This is an optimization exercise on Yosys and OpenROAD, whose aim is small area, not a production implementation.
Where RTL was checked, it was by simulation tests only, not by an equivalence proof against the original.
The RTL of runs 1, 2 and 7 was laid out without a check of its function.
Power and IR drop assume default switching activity.

`run.sh`:
```
#!/bin/bash
# synth_recipe.tcl (not shown) runs the flow's synth.tcl, then flattens the netlist and writes it again
# the make line also repeats each setting of config.mk as NAME=value (left out here)
make -C /OpenROAD-flow-scripts/flow DESIGN_CONFIG=/design/flow/config.mk WORK_HOME=/design/flow/orfs CLKGATE_MAP_FILE= SYNTH_SCRIPT=/design/flow/synth_recipe.tcl finish
```
`config.mk`:
```
export PLATFORM = sky130hd
export DESIGN_NAME = RETO
export DESIGN_NICKNAME = RETO
export VERILOG_FILES = /design/flow/design.v
export SDC_FILE = /design/flow/constraint.sdc
export NUM_CORES = 4
export LEC_CHECK = 0
export CAP_MARGIN = 20
export CORE_MARGIN = 2
export CORE_UTILIZATION = 40
export SLEW_MARGIN = 20
```
`constraint.sdc`:
```
create_clock -name core_clock -period 20.0 [get_ports {CLK}]
set_input_delay 4.0000 -clock core_clock [delete_from_list [all_inputs] [get_ports {CLK}]]
set_output_delay 4.0000 -clock core_clock [all_outputs]
set_load 0.01 [all_outputs]
```
`design.v`:
```
module RETO(
    input Rx,
    input CLK,
    input RST,
    output INA,
    output INA2,
    output INB,
    output INB2,
    output DO,
    output LAT,
    output STB,
    output CLKimpr
);
reg [12:0] rxs;
wire rxtick = (rxs == 13'd6713);
always @(posedge CLK) begin
    if (RST)
        rxs <= 13'd7005;
    else if (rxtick)
        rxs <= 0;
    else
        rxs <= {rxs[11:0], ~(rxs[12] ^ rxs[0])};
end
reg [3:0] st;
reg       DI;
reg       env;
reg [8:0] L;
wire cand   = (st == 4'd1) || (st == 4'd5);
wire accept = !(L[8] && L[7]);
wire L_end  = (L & 9'd387) == 9'd387;
always @(posedge CLK) begin
    if (RST) begin
        st  <= 0;
        DI  <= 0;
        env <= 0;
        L   <= 0;
    end else if (rxtick) begin
        if (st == 4'd0)
            st <= Rx ? 4'd0 : 4'd1;
        else if (st == 4'd9)
            st <= 4'd0;
        else
            st <= st + 1'b1;
        env <= cand && accept;
        DI  <= cand && accept && Rx;
        if (cand)
            L <= L_end ? 9'd0 : L + 1'b1;
    end
end
reg [5:0] cl;
reg       ch;
reg       ph;
wire cl_end = (cl & 6'd62) == 6'd62;            
wire edtick = cl_end && ch && !ph;
always @(posedge CLK) begin
    if (RST) begin
        cl <= 0;
        ch <= 0;
        ph <= 0;
    end else if (cl_end) begin
        cl <= 0;
        ch <= ~ch;
        if (ch)
            ph <= ~ph;
    end else begin
        cl <= cl + 1'b1;
    end
end
reg       env2;
reg [8:0] K;
wire start = env && !env2 && (L[5:0] == 6'd0);
always @(posedge CLK) begin
    if (RST) begin
        env2 <= 0;
        K    <= 9'd511;
    end else if (edtick) begin
        env2 <= env;
        if (start)
            K <= 0;
        else if (K != 9'd511)
            K <= K + 1'b1;
    end
end
wire en = (K != 0) && (K <= 9'd385);
assign CLKimpr = en && !ph;
reg [62:0] ring;
reg        S;
reg        DOr;
wire [5:0] wslot = (&L[5:0]) ? 6'd1 : L[5:0];
wire [5:0] rslot = (&K[5:0]) ? 6'd1 : K[5:0];
wire wr    = env && (cl == wslot);
wire kread = ((K[8:6] == 3'd0) && (K[5:1] != 5'd0)) || (K == 9'd64);   
wire rd    = kread && (cl == rslot);
wire rd0   = env && (L[5:0] == 6'd1);
always @(posedge CLK) begin
    ring <= {wr ? DI : ring[0], ring[62:1]};
    if (rd)
        S <= ring[0];
    else if (rd0)
        S <= DI;
end
always @(posedge CLK) begin
    if (RST)
        DOr <= 0;
    else if (edtick)
        DOr <= (K != 0) && (K <= 9'd64) && S;
end
assign DO = DOr;
wire [2:0] q  = (L[8:6] == 3'd0) ? 3'd6 : L[8:6];
wire       kq = (K[8:6] == q);
wire [5:0] d  = K[5:0];
assign LAT = kq && (d == 6'd1) && !ph && !ch && (cl >= 6'd6) && (cl <= 6'd15);
assign STB = kq && (((d == 6'd1) && !ph && (ch || (cl >= 6'd17))) ||
                    ((d >= 6'd2) && (d <= 6'd10)) ||
                    ((d == 6'd11) && ph && (!ch || (cl <= 6'd59))));
wire x2 = kq && (d == 6'd1) && !ph && !ch && (cl == 6'd20);
reg [2:0]  cSTB;
reg        menab;        
reg [16:0] cM;
wire ph20 = !ph && !ch && (cl == 6'd20);
wire ph41 = !ph && !ch && (cl == 6'd41);
always @(posedge CLK) begin
    if (RST) begin
        cSTB  <= 0;
        menab <= 0;
    end else if (menab) begin
        if (ph41 && (cM == 17'd46593))
            menab <= 0;
    end else if (x2) begin
        if (cSTB == 3'd5) begin
            cSTB  <= 0;
            menab <= 1;
        end else begin
            cSTB <= cSTB + 1'b1;
        end
    end
end
always @(posedge CLK) begin
    if (RST || (x2 && !menab))
        cM <= 0;
    else if (ph20)
        cM <= {cM[15:0], ~(cM[16] ^ cM[1])};
end
reg [15:0] lo;
reg        h;
reg [3:0]  km;
wire lo_end = (lo & 16'd49999) == 16'd49999;
always @(posedge CLK) begin
    if (RST) begin
        lo <= 0;
        h  <= 0;
        km <= 0;
    end else if (lo_end) begin
        lo <= 0;
        h  <= ~h;
        km <= {km[2:0], ~(km[3] ^ km[0])};
    end else begin
        lo <= lo + 1'b1;
    end
end
reg [3:0] PASO;
wire ptick = (km == 4'd3) && (lo == 16'd25001);
always @(posedge CLK) begin
    if (RST)
        PASO <= 0;
    else if (ptick) begin
        if (menab)
            case (PASO)
                4'b0000: PASO <= 4'b0001;
                4'b0001: PASO <= 4'b0101;
                4'b0101: PASO <= 4'b0100;
                4'b0100: PASO <= 4'b0110;
                4'b0110: PASO <= 4'b0010;
                4'b0010: PASO <= 4'b1010;
                4'b1010: PASO <= 4'b1000;
                4'b1000: PASO <= 4'b1001;
                4'b1001: PASO <= 4'b0001;
                default: PASO <= PASO;
            endcase
        else
            PASO <= 0;
    end
end
wire pw = h ? (lo <= 16'd20200) : (lo != 0);
assign INA  = pw && PASO[3];
assign INA2 = pw && PASO[2];
assign INB  = pw && PASO[1];
assign INB2 = pw && PASO[0];
endmodule
```
==> flow_summary.yaml, run 1 <==
sta:
  timing.max_slew.rel_slack_pct: 43.2
  finalWorstPathRequiredPeriod_ns: 6.63
  finalWorstSetupSlack_ns: 13.37
  unrepaired_setup_endpoints_after_global_routing: "no"
  report.final.hold_viol_count: 0
  max_slew.worst_pin.slew_ns: 0.848
  fin_skew_ns: 0.00928
  final_setup_violations: 0
  achievable_frequency_mhz: 151
  tns_ns: 0
  final_min_period_over_clock_period_pct: 33.1
  slew_viol_final: 0
cells_and_area:
  final_layout_size_suffix_gt1_share_pct: 9.69
  nFillCells: 1394
  area_growth_syn_to_layout_pct: 14.1
  ant_diodes: 0
  final_net_count: 644
  final_cell_mix: "sky130_fd_sc_hd__dfxtp_1 (156), sky130_fd_sc_hd__nor2_1 (72), sky130_fd_sc_hd__a21oi_1 (33), sky130_fd_sc_hd__nand2_1 (31), sky130_fd_sc_hd__o21ai_0 (28)"
  mostFrequentLayoutCell: "sky130_fd_sc_hd__dfxtp_1"
power:
  power_leakage_nw: 2.67
  power.clock.fraction_pct: 49.4
  power_after_layout_w: 0.000653
  worst_ir_drop_vdd_uv: 66.5
  share_comb_of_total_power_pct: 1.8
  net_switching_power_w: 0.000161
  intPower_w: 0.000491
  seqPwrFrac_pct: 48.8
  power_switching_share_pct: 24.7
  power.density_nw_per_um2: 94.1
cts:
  number_of_h_tree_branching_levels: 4
  cts_root_buf: "sky130_fd_sc_hd__clkbuf_16"
  tritoncts: "yes"
  post_cts_hold_buffer_count: 0
  post_cts_resized: 0
  postCtsSetupBuffers: 0
  clk_latency_worst_skew_pair_ns: 0.42
  clock_sinks: 157
  cts_max_path_buffers: 2
  clkTransAtPathRegs_ns: 0.07
  tritoncts.num_buffers: 17
floorplan:
  start_util_pct: 40.4
  num_io_pins: 11
  die_area_um2: 16200
  die_h_um: 127
  placementRows: 45
  floorplan.core_area_um2: 15000
  die_w_um: 127
synth:
  dominantRegCellSynth: "sky130_fd_sc_hd__dfxtp_1"
  synth_edf_count: 1
  synthesis.yosys.warnings: 1
  synth.largest_area_cell: "sky130_fd_sc_hd__dfxtp_1"
  synthTopCellsByArea: "sky130_fd_sc_hd__dfxtp_1 (51%), sky130_fd_sc_hd__nor2_1 (4.4%), sky130_fd_sc_hd__mux2i_1 (3.3%)"
  synthesis.area_um2: 6080
  syn_nets: 641
  syn_area_per_cell_um2: 9.74
  ys_seq_area_share_pct: 51.9
  post_synth_inst_count: 624
  synth_unique_cells: 67
  postSynth.asyncResetShare_pct: 0
  post-synth-top-area-fraction_pct: 51.4
  flip_flop_and_latch_count_after_synthesis: 157
critical_path:
  crit_path_top_delay_cell: "sky130_fd_sc_hd__a2bb2oi_1"
  worst_path_largest_cell_delay_ns: 0.72
  worstPathCellList: "xnor2_1, a31oi_1, a2bb2oi_1, nor3_1, clkdlybuf4s50_1"
  critical_path_arrival_ns: 2.63
  cp_data_required_time_ns: 16.00
  critPathMaxFanout: 10
  timing.critical_path.from_type: "flip-flop"
  crit_type: "reg2out"
  critPathCaptureType: "primary output"
  worstPathBufferInverterCount: 1
  crit_family: "compound AO/OA/AOI/OAI gates"
placed_design:
  buffer_ports.inserted: 10
  gpl.final_weighted_congestion: 0.839
  dp_hpwl_um: 7630
  worst_slack_placed_ns: 13.65
detailed_routing:
  wl_per_cell_um: 14.2
  routed_wire_length_um: 11700
  drcViolationCount: 0
  drtAntennaViolNets: 0
  drt_iter0_drc: 351
  avgViaCountPerCell: 5.27
  drt_pass1_iterations: 5
  vias: 4360
grt:
  global_route.usage.total_pct: 15.0
  gr-total-overflow: 0
  vias_in_the_first_global_route: 4179
  grt_antenna_before_repair: 0
  first_pass_grt_wire_length_um: 19900
  grt_start_max_net_pins: 42
job:
  max_cap_viol_count: 0
worst_hold_path:
  hp-class: "reg2reg"
run_status:
  status: "finished clean"
## cell usage after synthesis (6+ instances only)
cell type,count
sky130_fd_sc_hd__nor4_1,9
sky130_fd_sc_hd__nand4b_1,6
sky130_fd_sc_hd__clkbuf_1,21
sky130_fd_sc_hd__mux2i_1,20
sky130_fd_sc_hd__inv_1,21
sky130_fd_sc_hd__nor2b_1,8
sky130_fd_sc_hd__xor2_1,20
sky130_fd_sc_hd__nand3_1,21
sky130_fd_sc_hd__and2_1,6
sky130_fd_sc_hd__nand4_1,14
sky130_fd_sc_hd__a21oi_1,33
sky130_fd_sc_hd__xnor2_1,16
sky130_fd_sc_hd__nor2_1,72
sky130_fd_sc_hd__nand2_1,31
sky130_fd_sc_hd__o21ai_0,28
sky130_fd_sc_hd__dfxtp_1,156
sky130_fd_sc_hd__ha_1,14
sky130_fd_sc_hd__or2_2,8
sky130_fd_sc_hd__and3_1,11
sky130_fd_sc_hd__nor3_1,12
## stage by stage
step / util, % / cells / hold slack, ns / instance area (um^2)
floorplan: - / 624 / 0.310 / 6080
global placement: 42.0 / 796 / 0.311 / 6310
detailed placement: 42.0 / 796 / 0.312 / 6310
CTS: 46.1 / 828 / 0.328 / 6930
global route: 46.1 / 828 / 0.335 / 6940
finish: 46.1 / 828 / 0.325 / 6940
## kinds of logic (layout without fill, tap and decap cells)
logic type	Yosys count	after routing	synth area share (%)
AND/OR/NAND/NOR	238	238	21.4
flip-flops	157	157	51.9
AO/OA/AOI/OAI	105	105	11.4
buffers and inverters	51	67	3.44
XOR/XNOR	36	36	5.19
multiplexers	23	23	3.85
adder cells (fa/ha/maj)	14	14	2.88
## routing by layer
metal  vias up  routed length (um)  track usage [%]
li1       2223                   -                -
met1      2067                5810             19.8
met2        61                5440             24.3
met3         9                 375             3.77
met4         0                 102             4.52
met5         -                   0                0
## worst register-to-register path: cells and delay by family (launching register included)
kind                       cells  cell delay, ns
adders and majority gates      1            0.34
and+or+nand+nor                3            1.02
AOI/OAI and AO/OA              1            0.30
DFF                            1            0.51
muxes                          1            0.40
## flip-flops by register name, indices dropped and copies added, names as in the netlist, 3 cells and up
signal,flops
ring,63
cM,17
lo,16
rxs,13
K,9
L,9
cl,6
PASO,4
km,4
st,4
cSTB,3
## power groups by stage
stage / combinational [W] / sequential, W / clock (W)
after CTS: 0.0000120 / 0.000318 / 0.000330
after global routing: 0.0000138 / 0.000319 / 0.000344
after floorplan: 0.00000992 / 0.000324 / 0
final: 0.0000119 / 0.000319 / 0.000322
after detailed placement: 0.0000120 / 0.000326 / 0
after global placement: 0.0000116 / 0.000326 / 0
## layout make-up
cell class              instances  area, um^2  area share, %
flip-flops and latches        157        3150           45.5
repair buffers                 14         130           1.88
clock buffers                  17         425           6.13
multi-input cells             416        2720           39.2
inverters                      21        78.8           1.14
well taps                     188         235           3.39
clock inverters                15         193           2.78
## path summary, 6_finish.rpt
kind	depth (start not counted)	end	start	slack, ns
setup / recovery	5	LAT	K[7]	13.37
hold / removal	0	ring[1]	ring[2]	0.32
setup reg to reg	6	S	K[1]	17.19
hold reg to reg	0	ring[1]	ring[2]	0.32
==> inputs of run 2 (changes only) <==
--- a/config.mk
+++ b/config.mk
@@ -9,3 +9,4 @@
 export CORE_MARGIN = 2
 export CORE_UTILIZATION = 40
+export CTS_BUF_LIST = sky130_fd_sc_hd__clkbuf_8
 export SLEW_MARGIN = 20
==> run 2 against run 1 <==
Net effect:
- power is 13% lower
- die area stayed put
- global-route usage barely moved
- register-to-register slack about the same
- flip-flop and latch count stayed put
- synthesized cell count stayed put
- area after synthesis unchanged
- setup slack worse by 0.049 ns
- non-clock buffer count unchanged
==> flow_summary.yaml, run 2 <==
cts:
  postCtsSetupBuffers: 0
  post_cts_hold_buffer_count: 0
  number_of_h_tree_branching_levels: 4
  tritoncts: "yes"
  tritoncts.num_buffers: 17
  clock_sinks: 157
  cts_root_buf: "sky130_fd_sc_hd__clkbuf_8"
  post_cts_resized: 0
  clk_latency_worst_skew_pair_ns: 0.45
  clkTransAtPathRegs_ns: 0.10
  cts_max_path_buffers: 2
synth:
  post-synth-top-area-fraction_pct: 51.4
  syn_area_per_cell_um2: 9.74
  synthesis.area_um2: 6080
  synth_edf_count: 1
  postSynth.asyncResetShare_pct: 0
  ys_seq_area_share_pct: 51.9
  dominantRegCellSynth: "sky130_fd_sc_hd__dfxtp_1"
  synth.largest_area_cell: "sky130_fd_sc_hd__dfxtp_1"
  flip_flop_and_latch_count_after_synthesis: 157
  synth_unique_cells: 67
  synthTopCellsByArea: "sky130_fd_sc_hd__dfxtp_1 (51%), sky130_fd_sc_hd__nor2_1 (4.4%), sky130_fd_sc_hd__mux2i_1 (3.3%)"
  synthesis.yosys.warnings: 1
  syn_nets: 641
  post-synth-top-count-cell: "sky130_fd_sc_hd__dfxtp_1"
  synth_common_cells: "sky130_fd_sc_hd__dfxtp_1 (156), sky130_fd_sc_hd__nor2_1 (72), sky130_fd_sc_hd__a21oi_1 (33), sky130_fd_sc_hd__nand2_1 (31), sky130_fd_sc_hd__o21ai_0 (28)"
  post_synth_inst_count: 624
cells_and_area:
  ant_diodes: 0
  final_cell_mix: "sky130_fd_sc_hd__dfxtp_1 (156), sky130_fd_sc_hd__nor2_1 (72), sky130_fd_sc_hd__a21oi_1 (33), sky130_fd_sc_hd__nand2_1 (31), sky130_fd_sc_hd__o21ai_0 (28)"
  mostFrequentLayoutCell: "sky130_fd_sc_hd__dfxtp_1"
  final_layout_size_suffix_gt1_share_pct: 9.69
  final_net_count: 644
  largest_register_ff_count: 63
  biggestRegsByFlops: "ring (63), cM (17), lo (16)"
  area_growth_syn_to_layout_pct: 11.0
  regMostFlops: "ring"
critical_path:
  critical_path_arrival_ns: 2.68
  crit_path_top_delay_cell: "sky130_fd_sc_hd__a2bb2oi_1"
  timing.critical_path.from_type: "flip-flop"
  critPathCaptureType: "primary output"
  worstPathBufferInverterCount: 1
  timing.reg2reg.worst_path_depth: 6
  critPathMaxFanout: 10
  crit_cells: 5
  crit_type: "reg2out"
  worstPathCellList: "xnor2_1, a31oi_1, a2bb2oi_1, nor3_1, clkdlybuf4s50_1"
  cp_data_required_time_ns: 16.00
  worst_path_largest_cell_delay_ns: 0.72
  crit_family: "compound AO/OA/AOI/OAI gates"
sta:
  final_min_period_over_clock_period_pct: 33.4
  achievable_frequency_mhz: 150
  max_slew.worst_pin.slew_ns: 0.847
  final_setup_violations: 0
  report.final.hold_viol_count: 0
  slew_viol_final: 0
  finalWorstPathRequiredPeriod_ns: 6.68
  timing.max_slew.rel_slack_pct: 43.3
  finalWorstSetupSlack_ns: 13.32
  fin_skew_ns: 0.00896
  unrepaired_setup_endpoints_after_global_routing: "no"
  tns_ns: 0
floorplan:
  die_h_um: 127
  floorplan.core_area_um2: 15000
  placementRows: 45
  num_io_pins: 11
  start_util_pct: 40.4
  die_area_um2: 16200
  die_w_um: 127
worst_hold_path:
  hp-class: "reg2reg"
  hold-path-cell-count: 0
placed_design:
  buffer_ports.inserted: 10
  gpl.final_weighted_congestion: 0.839
  worst_slack_placed_ns: 13.65
  dp_hpwl_um: 7630
job:
  max_cap_viol_count: 0
grt:
  first_pass_grt_wire_length_um: 19800
  global_route.usage.total_pct: 15.0
  gr-total-overflow: 0
  vias_in_the_first_global_route: 4173
  grt_start_max_net_pins: 42
  grt_antenna_before_repair: 0
power:
  power.density_nw_per_um2: 84.4
  worst_ir_drop_vdd_uv: 61.4
  power_leakage_nw: 2.59
detailed_routing:
  drcViolationCount: 0
  wl_per_cell_um: 14.0
  routed_wire_length_um: 11600
  drt_iter0_drc: 323
  vias: 4358
  drt_pass1_iterations: 4
  avgViaCountPerCell: 5.26
  drtAntennaViolNets: 0
run_status:
  status: "finished clean"
run 2: cell counts after synthesis:
No cell type changed its count.
run 2: worst paths after layout:
path,start,endpoint,slack (ns)
setup / recovery,K[7],LAT,13.32
hold / removal,ring[16],ring[15],0.33
setup reg to reg,K[1],S,17.18
hold reg to reg,ring[16],ring[15],0.33
run 2: cell type report:
type	instances	area, um^2
clock buffers	17	234
flip-flops and latches	157	3150
multi-input cells	416	2720
inverters	21	78.8
clock inverters	15	193
repair buffers	14	130
fillers	1413	8290
well taps	188	235
run 2: metrics by stage:
| step | cell area, um^2 | utilization, % | total power [W] | hold WS [ns] | cells |
|---|---|---|---|---|---|
| after floorplan | 6080 | - | 0.000334 | 0.310 | 624 |
| after global placement | 6310 | 42.0 | 0.000337 | 0.311 | 796 |
| after detailed placement | 6310 | 42.0 | 0.000338 | 0.312 | 796 |
| after CTS | 6740 | 44.8 | 0.000577 | 0.336 | 828 |
| after global routing | 6740 | 44.9 | 0.000593 | 0.333 | 828 |
| final | 6740 | 44.9 | 0.000569 | 0.331 | 828 |
run 2: kinds of logic (layout without fill, tap and decap cells):
kind of cell / after synthesis / in the layout / share of synthesized area (%)
multiplexers: 23 / 23 / 3.85
AO/OA/AOI/OAI: 105 / 105 / 11.4
adder cells (fa/ha/maj): 14 / 14 / 2.88
AND/OR/NAND/NOR: 238 / 238 / 21.4
flip-flops: 157 / 157 / 51.9
XOR/XNOR: 36 / 36 / 5.19
buffers and inverters: 51 / 67 / 3.44
run 2: per-layer routing:
| metal | track usage [%] | wire length, um |
|---|---|---|
| met1 | 19.7 | 5810 |
| met2 | 23.9 | 5320 |
| met5 | 0 | 0 |
| met3 | 3.89 | 306 |
| met4 | 5.69 | 157 |
run 2: power breakdown:
| group | total (W) | internal, W | switching, W |
|---|---|---|---|
| combinational | 0.0000119 | 0.00000496 | 0.00000694 |
| sequential | 0.000318 | 0.000315 | 0.00000307 |
| clock | 0.000239 | 0.0000977 | 0.000141 |
| total | 0.000569 | 0.000418 | 0.000151 |
==> inputs of run 3 (changes only) <==
--- a/design.v
+++ b/design.v
@@ -73,10 +73,10 @@
     if (RST) begin
         env2 <= 0;
-        K    <= 9'd511;
+        K    <= 9'd448;
     end else if (edtick) begin
         env2 <= env;
         if (start)
             K <= 0;
-        else if (K != 9'd511)
+        else if (K[8:6] != 3'd7)
             K <= K + 1'b1;
     end
@@ -137,5 +137,5 @@
 end
 always @(posedge CLK) begin
-    if (RST || (x2 && !menab))
+    if (x2 && !menab)
         cM <= 0;
     else if (ph20)
@@ -145,9 +145,10 @@
 reg        h;
 reg [3:0]  km;
-wire lo_end = (lo & 16'd49999) == 16'd49999;
+reg        pw;           
+wire lo_end = (lo == 16'd33928);
 always @(posedge CLK) begin
     if (RST) begin
-        lo <= 0;
-        h  <= 0;
+        lo <= 16'd33928;
+        h  <= 1'b1;
         km <= 0;
     end else if (lo_end) begin
@@ -156,9 +157,17 @@
         km <= {km[2:0], ~(km[3] ^ km[0])};
     end else begin
-        lo <= lo + 1'b1;
+        lo <= {lo[14:0], ~(lo[15] ^ lo[2])};
     end
 end
+always @(posedge CLK) begin
+    if (RST)
+        pw <= 0;
+    else if (lo_end && h)
+        pw <= 1;
+    else if (h && (lo == 16'd42215))
+        pw <= 0;
+end
 reg [3:0] PASO;
-wire ptick = (km == 4'd3) && (lo == 16'd25001);
+wire ptick = (km == 4'd6) && (lo == 16'd31823);
 always @(posedge CLK) begin
     if (RST)
@@ -182,5 +191,4 @@
     end
 end
-wire pw = h ? (lo <= 16'd20200) : (lo != 0);
 assign INA  = pw && PASO[3];
 assign INA2 = pw && PASO[2];
==> run 3 against run 2 <==
Net effect:
- global-route usage is 0.89 points lower
- synthesized cell count decreased by 9.8%
- clock skew increased by 0.011 ns
- setup slack got worse by 0.0080 ns
- die area is 3.7% lower
- clock power is 6% lower
- combinational power rose by 5%
- sequential share of layout area is 2.6 points higher
- power decreased by 1.7%
- sequential power rose by 1%
- critical path type unchanged
- critical endpoint is now CLKimpr
==> flow_summary.yaml, run 3 <==
cells_and_area:
  biggestRegsByFlops: "ring (63), cM (17), lo (16)"
  multi_input_comb_area_um2: 2490
  nFillCells: 1375
  final_net_count: 578
  largest_register_ff_count: 63
  final_cell_count_no_fill: 761
  final-seq-area_um2: 3170
  ant_diodes: 0
  final_cell_mix: "sky130_fd_sc_hd__dfxtp_1 (157), sky130_fd_sc_hd__nor2_1 (64), sky130_fd_sc_hd__a21oi_1 (22), sky130_fd_sc_hd__mux2i_1 (22)"
  regMostFlops: "ring"
  area_growth_syn_to_layout_pct: 10.0
  final_layout_size_suffix_gt1_share_pct: 10.1
  mostFrequentLayoutCell: "sky130_fd_sc_hd__dfxtp_1"
detailed_routing:
  drcViolationCount: 0
  wl_per_cell_um: 13.5
  drtAntennaViolNets: 0
  drt_iter0_drc: 225
  vias: 3880
  drt_pass1_iterations: 4
  avgViaCountPerCell: 5.10
  routed_wire_length_um: 10300
sta:
  unrepaired_setup_endpoints_after_global_routing: "no"
  fin_skew_ns: 0.0204
  slew_viol_final: 0
  tns_ns: 0
  achievable_frequency_mhz: 150
  final_min_period_over_clock_period_pct: 33.4
  finalWorstPathRequiredPeriod_ns: 6.69
  max_slew.worst_pin.slew_ns: 1.08
  report.final.hold_viol_count: 0
  timing.max_slew.rel_slack_pct: 28.1
  final_setup_violations: 0
synth:
  syn_nets: 576
  synth_edf_count: 1
  synthesis.area_um2: 5840
  dominantRegCellSynth: "sky130_fd_sc_hd__dfxtp_1"
  synthesis.yosys.warnings: 1
  synth_unique_cells: 70
  synthTopCellsByArea: "sky130_fd_sc_hd__dfxtp_1 (54%), sky130_fd_sc_hd__nor2_1 (4.1%), sky130_fd_sc_hd__mux2i_1 (3.8%)"
  syn_area_per_cell_um2: 10.4
  post_synth_inst_count: 563
  synth.largest_area_cell: "sky130_fd_sc_hd__dfxtp_1"
  postSynth.asyncResetShare_pct: 0
  post-synth-top-count-cell: "sky130_fd_sc_hd__dfxtp_1"
  post-synth-top-area-fraction_pct: 53.8
  synth_common_cells: "sky130_fd_sc_hd__dfxtp_1 (157), sky130_fd_sc_hd__nor2_1 (64), sky130_fd_sc_hd__a21oi_1 (22), sky130_fd_sc_hd__mux2i_1 (22)"
  ys_seq_area_share_pct: 54.3
  flip_flop_and_latch_count_after_synthesis: 158
power:
  power.density_nw_per_um2: 87.0
  worst_ir_drop_vdd_uv: 62.0
  power_leakage_nw: 2.54
  power_after_layout_w: 0.000559
critical_path:
  timing.critical_path.from_type: "flip-flop"
  critPathCaptureType: "primary output"
  worst_r2r_startpoint: "cl[0]"
  timing.reg2reg.worst_path_depth: 6
  crit_type: "reg2out"
  cp_data_required_time_ns: 16.00
  critical_path_arrival_ns: 2.69
  crit_path_top_delay_cell: "sky130_fd_sc_hd__or4_1"
  startpoint_of_the_most_critical_setup_path: "K[2]"
  worst_path_largest_cell_delay_ns: 0.63
  reg2reg_slack_ns: 17.03
  critPathMaxFanout: 11
  worstPathCellList: "or4_1, o311a_1, a311oi_1, clkdlybuf4s50_1"
worst_hold_path:
  hp-class: "reg2reg"
  hold_path_startpoint: "ring[17]"
  hold-path-cell-count: 0
floorplan:
  placementRows: 44
  floorplan.core_area_um2: 14400
  die_h_um: 125
  start_util_pct: 40.5
  die_area_um2: 15600
  die_w_um: 125
  num_io_pins: 11
cts:
  tritoncts.num_buffers: 17
  post_cts_resized: 0
  clkTransAtPathRegs_ns: 0.08
  tritoncts: "yes"
  post_cts_hold_buffer_count: 0
  postCtsSetupBuffers: 0
  cts_root_buf: "sky130_fd_sc_hd__clkbuf_8"
  number_of_h_tree_branching_levels: 4
  clk_latency_worst_skew_pair_ns: 0.45
  clock_sinks: 158
  cts_max_path_buffers: 2
placed_design:
  dp_hpwl_um: 6780
  buffer_ports.inserted: 10
  gpl.final_weighted_congestion: 0.835
  placed_cells_incl_taps: 730
grt:
  grt_start_max_net_pins: 58
  global_route.usage.total_pct: 14.1
  vias_in_the_first_global_route: 3859
  first_pass_grt_wire_length_um: 18100
  gr-total-overflow: 0
  grt_antenna_before_repair: 0
job:
  max_cap_viol_count: 0
run_status:
  status: "finished clean"
[run 3: final timing paths]
path,end
min,ring[16]
max reg2reg,cSTB[0]
min reg2reg,ring[16]
max,CLKimpr
[run 3: cell families after synthesis]
logic type	synth area share, %
and+or+nand+nor	21.8
DFF	54.3
AOI/OAI and AO/OA	9.46
buffers and inverters	3.17
xor gates and xnor gates	4.65
muxes	4.54
adders and majority gates	2.14
[run 3: area by class of cell]
class	count	area share (%)
Multi-Input combinational cell	361	38.7
Inverter	16	0.934
Timing Repair Buffer	11	1.60
Sequential cell	158	49.3
Tap cell	184	3.58
Clock inverter	13	2.04
Clock buffer	18	3.85
[run 3: power by group]
part | internal, W | total [W] | leakage, nW | switching (W)
logic | 0.00000592 | 0.0000125 | 1.06 | 0.00000653
clock network | 0.000104 | 0.000225 | 0.199 | 0.000120
registers | 0.000319 | 0.000322 | 1.28 | 0.00000384
[run 3: metrics by stage]
stage	hold slack (ns)	util [%]	setup slack (ns)	cell area [um^2]
after floorplan	0.310	-	14.30	5840
after global placement	0.313	42.0	13.79	6050
after detailed placement	0.312	42.0	13.78	6050
after CTS	0.322	44.6	13.28	6430
after global routing	0.334	44.6	13.13	6430
final	0.324	44.6	13.31	6430
[run 3: routing by layer]
metal / GRT usage, % / routed length, um
met5: 0 / 0
met3: 4.17 / 227
met4: 6.80 / 189
met1: 18.3 / 5210
met2: 21.7 / 4670
[run 3: critical path: cells and delay by family (launching register included)]
| kind | cells | cell delay, ns |
|---|---|---|
| flops | 1 | 0.42 |
| compound gates | 2 | 0.60 |
| buf+inv | 1 | 0.59 |
| simple gates | 1 | 0.63 |
==> inputs of run 4 (changes only) <==
==> flow/run.sh (new file) <==
#!/bin/bash
# The standard layout, except that clock tree synthesis inserts no dummy
# loads and builds the tree from clkbuf_8 buffers only.
set -euo pipefail
export CTS_ARGS="-sink_clustering_enable -repair_clock_nets -dont_use_dummy_load -buf_list sky130_fd_sc_hd__clkbuf_8"
bash standard.sh > standard.log 2>&1
==> standard.sh (new file) <==
#!/bin/bash
# synth_recipe.tcl (not shown) runs the flow's synth.tcl, then flattens the netlist and writes it again
# the make line also repeats each setting of config.mk as NAME=value (left out here)
make -C /OpenROAD-flow-scripts/flow DESIGN_CONFIG=/design/flow/config.mk WORK_HOME=/design/flow/orfs CLKGATE_MAP_FILE= SYNTH_SCRIPT=/design/flow/synth_recipe.tcl "${@:-finish}"
--- a/config.mk
+++ b/config.mk
@@ -9,4 +9,3 @@
 export CORE_MARGIN = 2
 export CORE_UTILIZATION = 40
-export CTS_BUF_LIST = sky130_fd_sc_hd__clkbuf_8
 export SLEW_MARGIN = 20
removed: run.sh
==> run 4 against run 3 <==
Net effect:
- still clean on timing, DRC and antenna
- final cell count fell by 1.8%
- wire length fell by 0.51%
- first-iteration DRC count fell by 7.1%
- register-to-register slack barely moved
- clock-buffer cell count fell by 1
- critical path depth rose by 1
- core utilization fell by 1.0 points
- power fell by 9.9%
- setup slack improved by 0.032 ns
- clock power fell by 25%
- largest cell class unchanged
- largest power group unchanged
- highest routed layer unchanged
==> flow_summary.yaml, run 4 <==
cells_and_area:
  final_layout_size_suffix_gt1_share_pct: 7.82
  largest_register_ff_count: 63
  biggestRegsByFlops: "ring (63), cM (17), lo (16)"
  final_cell_mix: "sky130_fd_sc_hd__dfxtp_1 (157), sky130_fd_sc_hd__nor2_1 (64), sky130_fd_sc_hd__a21oi_1 (22), sky130_fd_sc_hd__mux2i_1 (22)"
  ant_diodes: 0
  final_cell_count_no_fill: 747
  final_net_count: 578
  area_growth_syn_to_layout_pct: 7.56
  mostFrequentLayoutCell: "sky130_fd_sc_hd__dfxtp_1"
  final_cell_area_um2: 6290
  regMostFlops: "ring"
sta:
  final_worst_hold_slack_ns: 0.314
  final_min_period_over_clock_period_pct: 33.3
  finalWorstPathRequiredPeriod_ns: 6.65
  final_setup_violations: 0
  report.final.hold_viol_count: 0
  finalWorstSetupSlack_ns: 13.35
  timing.max_slew.rel_slack_pct: 27.9
  tns_ns: 0
  max_slew.worst_pin.slew_ns: 1.08
  slew_viol_final: 0
  fin_skew_ns: 0.0333
  achievable_frequency_mhz: 150
  unrepaired_setup_endpoints_after_global_routing: "no"
synth:
  synthesis.yosys.warnings: 1
  synth-adder-area-share_pct: 2.14
  ys_seq_area_share_pct: 54.3
  synth.mux.area_fraction_pct: 4.54
  post-synth-top-area-fraction_pct: 53.8
  main_combinational_cell_family_by_area_after_synthesis: "simple AND/OR/NAND/NOR gates"
  syn_nets: 576
  synth_common_cells: "sky130_fd_sc_hd__dfxtp_1 (157), sky130_fd_sc_hd__nor2_1 (64), sky130_fd_sc_hd__a21oi_1 (22), sky130_fd_sc_hd__mux2i_1 (22)"
  synth_simple_gate_area_share_pct: 21.8
  synthesis.area_um2: 5840
  synth_edf_count: 1
  syn_area_per_cell_um2: 10.4
  dominantRegCellSynth: "sky130_fd_sc_hd__dfxtp_1"
  synthTopCellsByArea: "sky130_fd_sc_hd__dfxtp_1 (54%), sky130_fd_sc_hd__nor2_1 (4.1%), sky130_fd_sc_hd__mux2i_1 (3.8%)"
  flip_flop_and_latch_count_after_synthesis: 158
  synth_xor_area_share_pct: 4.65
  synth_unique_cells: 70
  synth.largest_area_cell: "sky130_fd_sc_hd__dfxtp_1"
  postSynth.asyncResetShare_pct: 0
  post_synth_inst_count: 563
  post-synth-top-count-cell: "sky130_fd_sc_hd__dfxtp_1"
  area_fraction_in_compound_gates_after_synthesis_pct: 9.46
floorplan:
  placementRows: 44
  start_util_pct: 40.5
  floorplan.core_area_um2: 14400
  die_w_um: 125
  die_area_um2: 15600
  num_io_pins: 11
  die_h_um: 125
critical_path:
  timing.critical_path.from_type: "flip-flop"
  critPathMaxFanout: 11
  critical_path_arrival_ns: 2.65
  crit_type: "reg2out"
  cp_data_required_time_ns: 16.00
  critPathCaptureType: "primary output"
placed_design:
  dp_hpwl_um: 6780
  placement.cell_area_um2: 6050
  placed_cells_incl_taps: 730
  gpl.final_weighted_congestion: 0.835
  worst_slack_placed_ns: 13.78
  buffer_ports.inserted: 10
worst_hold_path:
  hp-class: "reg2reg"
cts:
  tritoncts.num_buffers: 17
  number_of_h_tree_branching_levels: 4
  tritoncts: "yes"
  clock_sinks: 158
  post_cts_hold_buffer_count: 0
  clkTransAtPathRegs_ns: 0.08
  post_cts_resized: 0
  cts_root_buf: "sky130_fd_sc_hd__clkbuf_8"
  clk_latency_worst_skew_pair_ns: 0.44
  cts_max_path_buffers: 2
  postCtsSetupBuffers: 0
detailed_routing:
  avgViaCountPerCell: 5.18
  detail_route.wirelength.met1_um: 5130
  drt_pass1_iterations: 4
  routed_wire_length_um: 10200
  vias: 3866
  drtAntennaViolNets: 0
  drcViolationCount: 0
  wl_per_cell_um: 13.7
  met3_wirelength_um: 294
  routed-wl-met2_um: 4650
  top_routing_layer_in_use: "met4"
  drt_iter0_drc: 209
run_status:
  status: "finished clean"
grt:
  gr-total-overflow: 0
  global_route.usage.total_pct: 14.0
  grt_antenna_before_repair: 0
  grt_start_max_net_pins: 58
  first_pass_grt_wire_length_um: 17900
  vias_in_the_first_global_route: 3843
power:
  power.density_nw_per_um2: 80.2
  power_leakage_nw: 2.46
  worst_ir_drop_vdd_uv: 49.1
job:
  max_cap_viol_count: 0
[run 4: cell counts after synthesis]
No cell type changed its count.
[run 4: path summary, 6_finish.rpt]
check	start	to	slack (ns)	cells after the start
hold / removal	ring[17]	ring[16]	0.31	0
hold reg to reg	ring[17]	ring[16]	0.31	0
setup / recovery	K[2]	STB	13.35	5
setup reg to reg	cl[0]	cSTB[0]	17.02	6
[run 4: critical path: stages (launching register included)]
cell and delay, ns:
sky130_fd_sc_hd__dfxtp_1 0.41, sky130_fd_sc_hd__nor4_1 0.47, sky130_fd_sc_hd__nand2_1 0.30, sky130_fd_sc_hd__a211o_1 0.29, sky130_fd_sc_hd__a21oi_1 0.20, sky130_fd_sc_hd__clkdlybuf4s50_1 0.57
[run 4: cells by family (layout without fill, tap and decap cells)]
| family | after synthesis | after routing |
|---|---|---|
| adder cells (fa/ha/maj) | 10 | 10 |
| AO/OA/AOI/OAI | 78 | 78 |
| XOR/XNOR | 31 | 31 |
| multiplexers | 26 | 26 |
| buffers and inverters | 44 | 44 |
| flip-flops | 158 | 158 |
| AND/OR/NAND/NOR | 216 | 216 |
[run 4: metrics by stage]
stage	utilization (%)	power (W)
after CTS	43.6	0.000512
after global routing	43.6	0.000526
after detailed placement	42.0	0.000342
after global placement	42.0	0.000342
after floorplan	-	0.000339
final	43.6	0.000504
[run 4: where the power goes]
part           switching [W]  total (W)  internal [W]
clock              0.0000940   0.000169     0.0000749
sequential        0.00000383   0.000323      0.000319
combinational     0.00000651  0.0000124    0.00000592
total               0.000104   0.000504      0.000400
[run 4: layout make-up]
class / count / area [um^2]
inverters: 16 / 60.1
clock buffers: 17 / 234
fillers: 1388 / 8140
well taps: 184 / 230
multi-input cells: 361 / 2490
repair buffers: 11 / 103
flip-flops and latches: 158 / 3170
[run 4: metal layers]
| metal | vias up | global-route usage [%] |
|---|---|---|
| met3 | 14 | 3.99 |
| met1 | 1855 | 17.9 |
| met2 | 48 | 21.7 |
| met4 | 0 | 6.73 |
| met5 | - | 0 |
| li1 | 1949 | - |
==> inputs of run 5 (changes only) <==
--- a/design.v
+++ b/design.v
@@ -23,15 +23,13 @@
 end
 reg [3:0] st;
-reg       DI;
-reg       env;
+reg       DI;            
 reg [8:0] L;
 wire cand   = (st == 4'd1) || (st == 4'd5);
-wire accept = !(L[8] && L[7]);
 wire L_end  = (L & 9'd387) == 9'd387;
+wire env    = st[1] && !st[0] && !st[3] && (L != 0) &&
+              !(L[8] && L[7] && (L[1] || L[0]));
 always @(posedge CLK) begin
     if (RST) begin
         st  <= 0;
-        DI  <= 0;
-        env <= 0;
         L   <= 0;
     end else if (rxtick) begin
@@ -42,10 +40,11 @@
         else
             st <= st + 1'b1;
-        env <= cand && accept;
-        DI  <= cand && accept && Rx;
         if (cand)
             L <= L_end ? 9'd0 : L + 1'b1;
     end
 end
+always @(posedge CLK)
+    if (rxtick)
+        DI <= Rx;
 reg [5:0] cl;
 reg       ch;
@@ -115,24 +114,17 @@
                     ((d == 6'd11) && ph && (!ch || (cl <= 6'd59))));
 wire x2 = kq && (d == 6'd1) && !ph && !ch && (cl == 6'd20);
-reg [2:0]  cSTB;
-reg        menab;        
+reg [2:0]  m;
+wire menab = m[2] && m[1];
 reg [16:0] cM;
 wire ph20 = !ph && !ch && (cl == 6'd20);
 wire ph41 = !ph && !ch && (cl == 6'd41);
 always @(posedge CLK) begin
-    if (RST) begin
-        cSTB  <= 0;
-        menab <= 0;
-    end else if (menab) begin
+    if (RST)
+        m <= 0;
+    else if (menab) begin
         if (ph41 && (cM == 17'd46593))
-            menab <= 0;
-    end else if (x2) begin
-        if (cSTB == 3'd5) begin
-            cSTB  <= 0;
-            menab <= 1;
-        end else begin
-            cSTB <= cSTB + 1'b1;
-        end
-    end
+            m <= 0;
+    end else if (x2)
+        m <= m + 1'b1;
 end
 always @(posedge CLK) begin
==> flow/run.sh (replaced) <==
#!/bin/bash
# The standard layout, except that clock tree synthesis inserts no dummy
# loads and builds the tree from clkbuf_8 buffers only, and the ports are
# buffered with buf_1 cells.
set -euo pipefail
export CTS_ARGS="-sink_clustering_enable -repair_clock_nets -dont_use_dummy_load -buf_list sky130_fd_sc_hd__clkbuf_8"
export BUFFER_PORTS_ARGS="-buffer_cell sky130_fd_sc_hd__buf_1"
bash standard.sh > standard.log 2>&1
==> run 5 against run 4 <==
Net effect:
- still clean
- cell area fell by 1.9%
- setup slack better by 0.36 ns
- die area down 1.0%
- register-to-register slack improved by 0.38 ns
- sequential share of layout area rose by 0.48 points
- sequential power down 1%
- fmax grew 5.8%
- non-clock buffer count increased by 2
- worst hold slack got worse by 0.0087 ns
- final cell count increased by 2.1%
==> flow_summary.yaml, run 5 <==
floorplan:
  start_util_pct: 41.3
  floorplan.core_area_um2: 14000
  die_h_um: 124
  num_io_pins: 11
  die_w_um: 124
  placementRows: 43
  die_area_um2: 15400
run_status:
  status: "finished clean"
synth:
  synth_unique_cells: 66
  synth.largest_area_cell: "sky130_fd_sc_hd__dfxtp_1"
  post-synth-top-count-cell: "sky130_fd_sc_hd__dfxtp_1"
  dominantRegCellSynth: "sky130_fd_sc_hd__dfxtp_1"
  synthTopCellsByArea: "sky130_fd_sc_hd__dfxtp_1 (53%), sky130_fd_sc_hd__nor2_1 (4.3%), sky130_fd_sc_hd__mux2i_1 (2.9%)"
  synth_edf_count: 2
  post-synth-top-area-fraction_pct: 53.3
  flip_flop_and_latch_count_after_synthesis: 156
  ys_seq_area_share_pct: 54.4
  synthesis.area_um2: 5780
  syn_nets: 596
  synthesis.yosys.warnings: 1
  synth_common_cells: "sky130_fd_sc_hd__dfxtp_1 (154), sky130_fd_sc_hd__nor2_1 (67), sky130_fd_sc_hd__nand2_1 (36), sky130_fd_sc_hd__a21oi_1 (31), sky130_fd_sc_hd__o21ai_0 (21)"
  syn_area_per_cell_um2: 9.95
  postSynth.asyncResetShare_pct: 0
  post_synth_inst_count: 581
cts:
  postCtsSetupBuffers: 0
  tritoncts: "yes"
  cts_max_path_buffers: 2
  clock_sinks: 156
  post_cts_hold_buffer_count: 0
  clkTransAtPathRegs_ns: 0.09
  cts_root_buf: "sky130_fd_sc_hd__clkbuf_8"
  post_cts_resized: 0
  clk_latency_worst_skew_pair_ns: 0.44
  tritoncts.num_buffers: 17
  number_of_h_tree_branching_levels: 4
job:
  max_cap_viol_count: 0
grt:
  first_pass_grt_wire_length_um: 18300
  vias_in_the_first_global_route: 3768
  gr-total-overflow: 0
  met3_usage_pct: 4.17
  grt_util_met1_pct: 20.0
  use_met2_pct: 21.0
  grt_most_used_layer: "met2"
  grt_start_max_net_pins: 66
  grt_antenna_before_repair: 0
  global_route.usage.total_pct: 14.3
critical_path:
  worstPathBufferInverterCount: 1
  timing.critical_path.from_type: "flip-flop"
  critPathCaptureType: "primary output"
  crit_cells: 4
  worst_path_largest_cell_delay_ns: 0.55
  critPathMaxFanout: 12
  crit_path_top_delay_cell: "sky130_fd_sc_hd__a2111oi_0"
  critical_path_arrival_ns: 2.29
  timing.reg2reg.worst_path_depth: 10
  crit_family: "simple AND/OR/NAND/NOR gates"
  crit_type: "reg2out"
  worstPathCellList: "nor4_1, nand2_1, a2111oi_0, buf_1"
  cp_data_required_time_ns: 16.00
sta:
  finalWorstPathRequiredPeriod_ns: 6.29
  final_worst_hold_slack_ns: 0.306
  timing.max_slew.rel_slack_pct: 56.4
  max_slew.worst_pin.slew_ns: 0.653
  finalWorstSetupSlack_ns: 13.71
  report.final.hold_viol_count: 0
  achievable_frequency_mhz: 159
  slew_viol_final: 0
  final_min_period_over_clock_period_pct: 31.5
  unrepaired_setup_endpoints_after_global_routing: "no"
  tns_ns: 0
  final_setup_violations: 0
  fin_skew_ns: 0.0318
placed_design:
  buffer_ports.inserted: 10
  dp_hpwl_um: 7080
  gpl.final_weighted_congestion: 0.823
  worst_slack_placed_ns: 14.16
cells_and_area:
  mostFrequentLayoutCell: "sky130_fd_sc_hd__dfxtp_1"
  final_cell_mix: "sky130_fd_sc_hd__dfxtp_1 (154), sky130_fd_sc_hd__nor2_1 (67), sky130_fd_sc_hd__nand2_1 (36), sky130_fd_sc_hd__a21oi_1 (31), sky130_fd_sc_hd__o21ai_0 (21)"
  biggestRegsByFlops: "ring (63), cM (17), lo (16)"
  layout.core_utilization_pct: 44.1
  final_net_count: 600
  ant_diodes: 0
  largest_register_ff_count: 63
  area_growth_syn_to_layout_pct: 6.69
  regMostFlops: "ring"
  nFillCells: 1372
  final_layout_size_suffix_gt1_share_pct: 7.03
power:
  intPower_w: 0.000396
  net_switching_power_w: 0.000103
  power_leakage_nw: 2.35
  seqPwrFrac_pct: 64.0
  share_comb_of_total_power_pct: 2.4
  power.density_nw_per_um2: 80.9
  worst_ir_drop_vdd_uv: 54.2
  power.clock.fraction_pct: 33.6
  power_after_layout_w: 0.000499
  power_switching_share_pct: 20.7
detailed_routing:
  wl_per_cell_um: 14.0
  drt_pass1_iterations: 5
  vias: 3977
  drcViolationCount: 0
  avgViaCountPerCell: 5.21
  drtAntennaViolNets: 0
  drt_iter0_drc: 204
  routed_wire_length_um: 10600
worst_hold_path:
  hold-path-cell-count: 0
  hp-class: "reg2reg"
==> run 5: layout make-up <==
type / instances / area [um^2] / share of cell area, %
repair buffers: 13 / 61.3 / 0.994
flip-flops and latches: 156 / 3140 / 51.0
inverters: 16 / 60.1 / 0.974
well taps: 180 / 225 / 3.65
multi-input cells: 381 / 2440 / 39.6
clock buffers: 17 / 234 / 3.79
==> run 5: kinds of logic (layout without fill, tap and decap cells) <==
family | count (synthesis) | count (layout) | share of synthesized area (%)
xor+xnor | 25 | 25 | 3.79
fa+ha+maj | 12 | 12 | 2.60
buf+inv | 44 | 46 | 3.35
flops | 156 | 156 | 54.4
compound gates | 94 | 94 | 10.3
mux | 20 | 20 | 3.53
simple gates | 230 | 230 | 22.0
==> run 5: per-stage QoR <==
step	instance area, um^2	std cells
2_1_floorplan	5780	581
3_3_place_gp	5930	746
3_5_place_dp	5930	746
4_1_cts	6170	763
5_1_grt	6170	763
6_report	6170	763
==> run 5: worst paths after layout <==
check	from	slack, ns	endpoint
worst min register to register	ring[14]	0.31	ring[13]
worst min-delay path	ring[14]	0.31	ring[13]
worst max register to register	cl[1]	17.40	m[1]
worst max-delay path	K[2]	13.71	LAT
==> run 5: power by group through the flow <==
stage / clock [W] / combinational (W) / sequential, W
floorplan: 0 / 0.0000111 / 0.000324
global placement: 0 / 0.0000118 / 0.000326
detailed placement: 0 / 0.0000122 / 0.000326
CTS: 0.000176 / 0.0000122 / 0.000319
global route: 0.000187 / 0.0000140 / 0.000320
finish: 0.000168 / 0.0000120 / 0.000319
==> run 5: worst reg2reg max path, cell delays in order, from the launching register on <==
cell and delay (ns):
sky130_fd_sc_hd__dfxtp_1 0.56, sky130_fd_sc_hd__inv_1 0.17, sky130_fd_sc_hd__ha_1 0.20, sky130_fd_sc_hd__nor4b_1 0.13, sky130_fd_sc_hd__nand4_1 0.11, sky130_fd_sc_hd__buf_4 0.30
sky130_fd_sc_hd__a21oi_1 0.13, sky130_fd_sc_hd__nor3b_2 0.18, sky130_fd_sc_hd__buf_4 0.22, sky130_fd_sc_hd__or3b_1 0.39, sky130_fd_sc_hd__a21oi_1 0.12
==> run 5: per-layer routing <==
layer	routed length, um	part of all wire, %	up-vias
li1	-	-	2016
met1	5480	51	1882
met2	4680	44	67
met3	325	3.1	12
met4	158	1.5	0
met5	0	0	-
==> inputs of run 6 (changes only) <==
==> flow/run.sh (replaced) <==
#!/bin/bash
# The standard layout, except that clock tree synthesis inserts no dummy
# loads and builds the tree from clkbuf_8 buffers only.
set -euo pipefail
export CTS_ARGS="-sink_clustering_enable -repair_clock_nets -dont_use_dummy_load -buf_list sky130_fd_sc_hd__clkbuf_8"
bash standard.sh > standard.log 2>&1
==> run 6 against run 5 <==
Net effect:
- power is 0.20% higher
- sequential share of layout area is 0.46 points lower
- flip-flop and latch count stayed put
- critical endpoint unchanged
- largest power group unchanged
==> flow_summary.yaml, run 6 <==
placed_design:
  placement.cell_area_um2: 5990
  placed_cells_incl_taps: 746
  dp_hpwl_um: 6990
  gpl.final_weighted_congestion: 0.834
  buffer_ports.inserted: 10
grt:
  first_pass_grt_wire_length_um: 18400
  grt_start_max_net_pins: 66
  vias_in_the_first_global_route: 3767
  grt_antenna_before_repair: 0
  gr-total-overflow: 0
  global_route.usage.total_pct: 14.3
cts:
  tritoncts.num_buffers: 17
  clock_sinks: 156
  cts_root_buf: "sky130_fd_sc_hd__clkbuf_8"
  clkTransAtPathRegs_ns: 0.09
  post_cts_hold_buffer_count: 0
  tritoncts: "yes"
  post_cts_resized: 0
  cts_max_path_buffers: 2
  clk_latency_worst_skew_pair_ns: 0.45
  number_of_h_tree_branching_levels: 4
  postCtsSetupBuffers: 0
power:
  power_after_layout_w: 0.000500
  net_switching_power_w: 0.000104
  share_comb_of_total_power_pct: 2.4
  power.density_nw_per_um2: 80.3
  intPower_w: 0.000396
  power.clock.fraction_pct: 33.7
  worst_ir_drop_vdd_uv: 64.0
  power_leakage_nw: 2.37
  power_switching_share_pct: 20.8
  seqPwrFrac_pct: 63.8
sta:
  final_worst_hold_slack_ns: 0.282
  tns_ns: 0
  achievable_frequency_mhz: 148
  timing.max_slew.rel_slack_pct: 56.0
  unrepaired_setup_endpoints_after_global_routing: "no"
  final_setup_violations: 0
  finalWorstPathRequiredPeriod_ns: 6.74
  fin_skew_ns: 0.0401
  max_slew.worst_pin.slew_ns: 0.660
  final_min_period_over_clock_period_pct: 33.7
  report.final.hold_viol_count: 0
  slew_viol_final: 0
critical_path:
  crit_path_top_delay_cell: "sky130_fd_sc_hd__clkdlybuf4s50_1"
  worst_path_largest_cell_delay_ns: 0.65
  crit_type: "reg2out"
  critPathCaptureType: "primary output"
  critical_path_arrival_ns: 2.74
  cp_data_required_time_ns: 16.00
  worstPathCellList: "nor4_1, nand2_1, a2111oi_0, clkdlybuf4s50_1"
  timing.critical_path.from_type: "flip-flop"
  critPathMaxFanout: 12
floorplan:
  floorplan.core_area_um2: 14000
  num_io_pins: 11
  die_w_um: 124
  die_h_um: 124
  placementRows: 43
  start_util_pct: 41.3
  die_area_um2: 15400
synth:
  syn_area_per_cell_um2: 9.95
  synthTopCellsByArea: "sky130_fd_sc_hd__dfxtp_1 (53%), sky130_fd_sc_hd__nor2_1 (4.3%), sky130_fd_sc_hd__mux2i_1 (2.9%)"
  post_synth_inst_count: 581
  ys_seq_area_share_pct: 54.4
  synth_edf_count: 2
  post-synth-top-count-cell: "sky130_fd_sc_hd__dfxtp_1"
  synth.largest_area_cell: "sky130_fd_sc_hd__dfxtp_1"
  synth_common_cells: "sky130_fd_sc_hd__dfxtp_1 (154), sky130_fd_sc_hd__nor2_1 (67), sky130_fd_sc_hd__nand2_1 (36), sky130_fd_sc_hd__a21oi_1 (31), sky130_fd_sc_hd__o21ai_0 (21)"
  postSynth.asyncResetShare_pct: 0
  dominantRegCellSynth: "sky130_fd_sc_hd__dfxtp_1"
  post-synth-top-area-fraction_pct: 53.3
  synth_unique_cells: 66
  flip_flop_and_latch_count_after_synthesis: 156
  syn_nets: 596
  synthesis.yosys.warnings: 1
  synthesis.area_um2: 5780
cells_and_area:
  final_cell_area_um2: 6220
  largest_register_ff_count: 63
  regMostFlops: "ring"
  mostFrequentLayoutCell: "sky130_fd_sc_hd__dfxtp_1"
  final_cell_mix: "sky130_fd_sc_hd__dfxtp_1 (154), sky130_fd_sc_hd__nor2_1 (67), sky130_fd_sc_hd__nand2_1 (36), sky130_fd_sc_hd__a21oi_1 (31), sky130_fd_sc_hd__o21ai_0 (21)"
  nFillCells: 1368
  final_cell_count_no_fill: 763
  final_layout_size_suffix_gt1_share_pct: 7.03
  area_growth_syn_to_layout_pct: 7.66
  biggestRegsByFlops: "ring (63), cM (17), lo (16)"
  final_net_count: 600
  multi_input_comb_area_um2: 2440
  final-seq-area_um2: 3140
  ant_diodes: 0
detailed_routing:
  routed-wl-met2_um: 4650
  vias: 4003
  routed_wire_length_um: 10500
  drtAntennaViolNets: 0
  avgViaCountPerCell: 5.25
  met3_wirelength_um: 419
  drcViolationCount: 0
  top_routing_layer_in_use: "met4"
  drt_pass1_iterations: 5
  wl_per_cell_um: 13.8
  drt_iter0_drc: 274
  detail_route.wirelength.met1_um: 5330
worst_hold_path:
  hp-class: "reg2reg"
job:
  max_cap_viol_count: 0
run_status:
  status: "finished clean"
[run 6: cell type report]
type | instances | area share (%)
Clock buffer | 17 | 3.76
Inverter | 16 | 0.965
Multi-Input combinational cell | 381 | 39.3
Sequential cell | 156 | 50.5
Tap cell | 180 | 3.62
Timing Repair Buffer | 13 | 1.89
[run 6: logic make-up (layout without fill, tap and decap cells)]
kind of cell / after synthesis / after routing / share of synthesized area [%]
multiplexers: 20 / 20 / 3.53
XOR/XNOR: 25 / 25 / 3.79
buffers and inverters: 44 / 46 / 3.35
flip-flops: 156 / 156 / 54.4
adder cells (fa/ha/maj): 12 / 12 / 2.60
AND/OR/NAND/NOR: 230 / 230 / 22.0
AO/OA/AOI/OAI: 94 / 94 / 10.3
[run 6: final timing paths]
path	startpoint	end	slack (ns)	cells after the start
worst min register to register	ring[13]	ring[12]	0.28	0
worst max-delay path	K[3]	LAT	13.26	4
worst min-delay path	ring[13]	ring[12]	0.28	0
worst max register to register	cl[1]	m[1]	17.40	10
[run 6: per-stage QoR]
step	setup WS, ns	utilization (%)
3_3_place_gp	13.75	42.8
2_1_floorplan	14.38	-
4_1_cts	13.25	44.5
6_report	13.26	44.5
5_1_grt	13.14	44.5
3_5_place_dp	13.73	42.8
[run 6: per-layer routing]
metal | track usage, % | vias to the layer above
met1 | 20.0 | 1889
li1 | - | 2015
met3 | 4.04 | 13
met5 | 0 | -
met2 | 20.8 | 86
met4 | 5.75 | 0
[run 6: worst max-delay path: cells and delay by family, from the launching register on]
family	cells	cell delay, ns
buffers and inverters	1	0.65
flip-flops	1	0.43
AO/OA/AOI/OAI	1	0.54
AND/OR/NAND/NOR	2	0.70
[run 6: power groups by stage]
stage / Sequential [W] / Clock (W) / Combinational, W
after floorplan: 0.000324 / 0 / 0.0000111
after global placement: 0.000326 / 0 / 0.0000120
after detailed placement: 0.000326 / 0 / 0.0000123
after CTS: 0.000319 / 0.000177 / 0.0000123
after global routing: 0.000320 / 0.000188 / 0.0000137
final: 0.000319 / 0.000169 / 0.0000122
==> inputs of run 7 (changes only) <==
--- a/design.v
+++ b/design.v
@@ -114,22 +114,26 @@
                     ((d == 6'd11) && ph && (!ch || (cl <= 6'd59))));
 wire x2 = kq && (d == 6'd1) && !ph && !ch && (cl == 6'd20);
-reg [2:0]  m;
-wire menab = m[2] && m[1];
+reg        menab;
 reg [16:0] cM;
 wire ph20 = !ph && !ch && (cl == 6'd20);
 wire ph41 = !ph && !ch && (cl == 6'd41);
+reg  cMstep;
+wire x1 = kq && (d == 6'd1);
+always @(posedge CLK)
+    cMstep <= !ph && !ch && (cl == 6'd19) && (menab || x1);
+wire mon  = !menab && cM[4] && cMstep;
+wire moff = menab && ph41 && (cM == 17'd46593);
 always @(posedge CLK) begin
     if (RST)
-        m <= 0;
-    else if (menab) begin
-        if (ph41 && (cM == 17'd46593))
-            m <= 0;
-    end else if (x2)
-        m <= m + 1'b1;
+        menab <= 0;
+    else if (mon)
+        menab <= 1;
+    else if (moff)
+        menab <= 0;
 end
 always @(posedge CLK) begin
-    if (x2 && !menab)
+    if (RST || mon || moff)
         cM <= 0;
-    else if (ph20)
+    else if (cMstep)
         cM <= {cM[15:0], ~(cM[16] ^ cM[1])};
 end
==> flow/run.sh (replaced) <==
#!/bin/bash
# The standard layout (standard.sh) with three changes made through ORFS's
# own variables: after floorplan, logic gates that synthesis sized up get the
# smallest cell of their family (flow/downsize.tcl); the ports are buffered
# with buf_1 cells; clock tree synthesis inserts no dummy loads and builds the
# tree from clkbuf_8 buffers only. The make output goes to standard.log.
set -euo pipefail
here=$(pwd)
export POST_FLOORPLAN_TCL="$here/flow/downsize.tcl"
export BUFFER_PORTS_ARGS="-buffer_cell sky130_fd_sc_hd__buf_1"
export CTS_ARGS="-sink_clustering_enable -repair_clock_nets -dont_use_dummy_load -buf_list sky130_fd_sc_hd__clkbuf_8"
bash standard.sh > standard.log 2>&1
==> flow/downsize.tcl (new file) <==
# Run after floorplan (POST_FLOORPLAN_TCL): give every logic gate that
# synthesis sized up the smallest-area cell of its own family (same function
# and pins, another drive strength). Flip-flops, buffers and physical cells
# are left alone; the placement's repair step sizes up again where needed.
set db [ord::get_db]
set dont_use $::env(DONT_USE_CELLS)
array set best {}
foreach lib [$db getLibs] {
  foreach m [$lib getMasters] {
    set name [$m getName]
    if {[lsearch -exact $dont_use $name] >= 0} { continue }
    if {![regexp {^(sky130_fd_sc_hd__[a-z0-9]+)_([0-9]+)$} $name -> base drive]} { continue }
    set a [expr {[$m getWidth] * [$m getHeight]}]
    if {![info exists best($base)] || $a < [lindex $best($base) 1]} {
      set best($base) [list $m $a]
    }
  }
}
set swapped 0
foreach inst [[ord::get_db_block] getInsts] {
  set name [[$inst getMaster] getName]
  if {![regexp {^(sky130_fd_sc_hd__[a-z0-9]+)_([0-9]+)$} $name -> base drive]} { continue }
  if {[regexp {__(df|edf|sdf|dl|buf|clk|tap|fill|decap|conb|diode|probe|lpflow)} $name]} { continue }
  if {![info exists best($base)]} { continue }
  set m [lindex $best($base) 0]
  if {[$m getName] ne $name} {
    if {[$inst swapMaster $m]} { incr swapped }
  }
}
puts "downsize: $swapped cells swapped to their family's smallest cell"
==> run 7 against run 6 <==
Net effect:
- area after synthesis decreased by 0.91%
- critical endpoint unchanged
- register-to-register slack got worse by 0.03 ns
- still clean
- power decreased by 1.1%
- critical path type unchanged
- sequential power about the same
- largest cell class unchanged
- clock skew decreased by 0.0046 ns
- first-iteration DRC count increased by 11%
- flip-flop and latch count decreased by 1
- setup slack improved by 0.48 ns
- die area decreased by 0.88%
- critical path depth increased by 2
==> flow_summary.yaml, run 7 <==
critical_path:
  timing.reg2reg.worst_path_depth: 5
  critPathMaxFanout: 6
  timing.critical_path.from_type: "flip-flop"
  worstReg2RegEnd: "S"
  critical_path_arrival_ns: 2.27
  crit_type: "reg2out"
  critPathCaptureType: "primary output"
  worst_r2r_startpoint: "K[2]"
  cp_data_required_time_ns: 16.00
  reg2reg_slack_ns: 17.37
sta:
  slew_viol_final: 0
  fin_skew_ns: 0.0355
  report.final.hold_viol_count: 0
  final_min_period_over_clock_period_pct: 31.3
  achievable_frequency_mhz: 160
  tns_ns: 0
  final_setup_violations: 0
  finalWorstPathRequiredPeriod_ns: 6.27
  max_slew.worst_pin.slew_ns: 0.914
  unrepaired_setup_endpoints_after_global_routing: "no"
  finalWorstSetupSlack_ns: 13.73
  final_worst_hold_slack_ns: 0.310
  timing.max_slew.rel_slack_pct: 39.0
power:
  power_switching_share_pct: 20.5
  net_switching_power_w: 0.000101
  worst_ir_drop_vdd_uv: 59.3
  seqPwrFrac_pct: 64.2
  power.clock.fraction_pct: 33.5
  power.density_nw_per_um2: 81.6
  intPower_w: 0.000393
  power_leakage_nw: 2.10
  share_comb_of_total_power_pct: 2.4
synth:
  synth.largest_area_cell: "sky130_fd_sc_hd__dfxtp_1"
  synth_unique_cells: 64
  synth_common_cells: "sky130_fd_sc_hd__dfxtp_1 (153), sky130_fd_sc_hd__nor2_1 (65), sky130_fd_sc_hd__a21oi_1 (29), sky130_fd_sc_hd__nand2_1 (28), sky130_fd_sc_hd__clkbuf_1 (25)"
  synth_edf_count: 2
  post-synth-top-count-cell: "sky130_fd_sc_hd__dfxtp_1"
  ys_seq_area_share_pct: 54.5
  syn_nets: 587
  postSynth.asyncResetShare_pct: 0
  post_synth_inst_count: 574
  flip_flop_and_latch_count_after_synthesis: 155
  synthTopCellsByArea: "sky130_fd_sc_hd__dfxtp_1 (53%), sky130_fd_sc_hd__nor2_1 (4.3%), sky130_fd_sc_hd__mux2i_1 (3.1%)"
  syn_area_per_cell_um2: 9.98
  synthesis.yosys.warnings: 1
  post-synth-top-area-fraction_pct: 53.5
  dominantRegCellSynth: "sky130_fd_sc_hd__dfxtp_1"
  synthesis.area_um2: 5730
grt:
  grt_start_max_net_pins: 59
  first_pass_grt_wire_length_um: 18000
  global_route.usage.total_pct: 15.1
  grt_antenna_before_repair: 0
  vias_in_the_first_global_route: 3682
  gr-total-overflow: 0
floorplan:
  num_io_pins: 11
  start_util_pct: 41.1
  die_area_um2: 15300
  die_h_um: 124
  die_w_um: 124
  floorplan.core_area_um2: 13900
  placementRows: 43
placed_design:
  worst_slack_placed_ns: 14.17
  buffer_ports.inserted: 10
  gpl.final_weighted_congestion: 0.863
  dp_hpwl_um: 6920
  placement.cell_area_um2: 5820
detailed_routing:
  drcViolationCount: 0
  drt_pass1_iterations: 5
  avgViaCountPerCell: 5.21
  drt_iter0_drc: 305
  vias: 3909
  wl_per_cell_um: 14.0
  drtAntennaViolNets: 0
  routed_wire_length_um: 10500
run_status:
  status: "finished clean"
job:
  max_cap_viol_count: 0
worst_hold_path:
  hp-class: "reg2reg"
  hold_path_startpoint: "ring[11]"
  worst_hold_path.endpoint: "ring[10]"
  hold-path-cell-count: 0
cts:
  cts_max_path_buffers: 2
  clock_sinks: 155
  number_of_h_tree_branching_levels: 4
  post_cts_resized: 0
  post_cts_hold_buffer_count: 0
  cts_root_buf: "sky130_fd_sc_hd__clkbuf_8"
  clkTransAtPathRegs_ns: 0.08
  tritoncts: "yes"
  tritoncts.num_buffers: 17
  clk_latency_worst_skew_pair_ns: 0.44
  postCtsSetupBuffers: 0
cells_and_area:
  area_growth_syn_to_layout_pct: 5.70
  regMostFlops: "ring"
  final_net_count: 585
  final_layout_size_suffix_gt1_share_pct: 3.68
  mostFrequentLayoutCell: "sky130_fd_sc_hd__dfxtp_1"
  ant_diodes: 0
  final_cell_area_um2: 6060
  largest_register_ff_count: 63
  final_cell_mix: "sky130_fd_sc_hd__dfxtp_1 (153), sky130_fd_sc_hd__nor2_1 (65), sky130_fd_sc_hd__nand2_1 (30), sky130_fd_sc_hd__a21oi_1 (29), sky130_fd_sc_hd__nand3_1 (19)"
  biggestRegsByFlops: "ring (63), cM (17), lo (16)"
-- run 7: cells by family after synthesis --
family	after synthesis	share of synthesized area, %
flip-flops	155	54.5
buffers and inverters	46	3.41
adder cells (fa/ha/maj)	10	2.18
multiplexers	20	3.54
XOR/XNOR	27	4.13
AND/OR/NAND/NOR	237	23.5
AO/OA/AOI/OAI	79	8.76
-- run 7: metrics by stage --
step	util [%]	cells	total power (W)
after floorplan	-	574	0.000333
after detailed placement	41.8	733	0.000336
final	43.5	750	0.000494
after global routing	43.5	750	0.000517
after global placement	41.8	733	0.000335
after CTS	43.5	750	0.000502
-- run 7: critical path: stages (launching register included) --
cell and delay, ns:
sky130_fd_sc_hd__dfxtp_1 0.37, sky130_fd_sc_hd__nor3_1 0.35, sky130_fd_sc_hd__a22oi_1 0.15, sky130_fd_sc_hd__nor2b_1 0.12, sky130_fd_sc_hd__o21ai_0 0.19, sky130_fd_sc_hd__nor4b_1 0.47, sky130_fd_sc_hd__buf_1 0.20
-- run 7: worst max path at each step --
stage,start,to,slack (ns),cells past startpoint
final,L[6],LAT,13.73,6
after global routing,L[6],LAT,13.54,6
after CTS,L[6],LAT,13.68,6
after detailed placement,L[6],LAT,14.17,6
after global placement,L[6],LAT,14.24,6
after floorplan,L[7],LAT,14.47,6
-- run 7: layout make-up --
cell class                 count  area, um^2
clock buffer                  17         234
fill                        1308        7880
inverter                      13        48.8
multi-input combinational    373        2370
sequential                   155        3120
tap                          180         225
timing repair buffer          12        53.8
-- run 7: power groups by stage --
stage | clock [W] | combinational [W] | sequential, W
2_1_floorplan | 0 | 0.0000112 | 0.000322
3_3_place_gp | 0 | 0.0000114 | 0.000324
3_5_place_dp | 0 | 0.0000117 | 0.000324
4_1_cts | 0.000173 | 0.0000118 | 0.000317
5_1_grt | 0.000186 | 0.0000134 | 0.000318
6_report | 0.000165 | 0.0000117 | 0.000317
-- run 7: layer usage --
metal | track usage [%] | routed length (um)
met5 | 0 | 0
met4 | 8.10 | 184
met3 | 4.12 | 401
met2 | 21.7 | 4520
met1 | 20.7 | 5360

==> afterwards: timing with drivers on the ports <==
The results above use ideal ports. As a check the final layouts listed here were re-extracted and re-timed, cells and wires unchanged.
Step 1, drivers: a clkbuf_16 drives CLK and a buf_2 each remaining input, both assumed.
Step 2, shift: input delay + t, output delay - t, t = (earliest + latest rising clock arrival at the registers) / 2. This alone moves slack from input paths to output paths.
a / b / c = ideal ports / drivers / drivers and shift; a / b = the first two.
| run | shift t [ns] | setup slack, ns | worst setup path at the end |
|---|---|---|---|
| run 1 | 0.457 | 13.370 / 13.329 / 13.786 | register to output |
| run 2 | 0.484 | 13.322 / 13.287 / 13.771 | register to output |
| run 3 | 0.473 | 13.314 / 13.278 / 13.751 | register to output |
| run 4 | 0.458 | 13.346 / 13.310 / 13.768 | register to output |
| run 5 | 0.455 | 13.710 / 13.674 / 14.129 | register to output |
| run 6 | 0.462 | 13.256 / 13.220 / 13.682 | register to output |
| run 7 | 0.462 | 13.732 / 13.695 / 14.156 | register to output |
After both steps setup and hold are still met in every run listed.
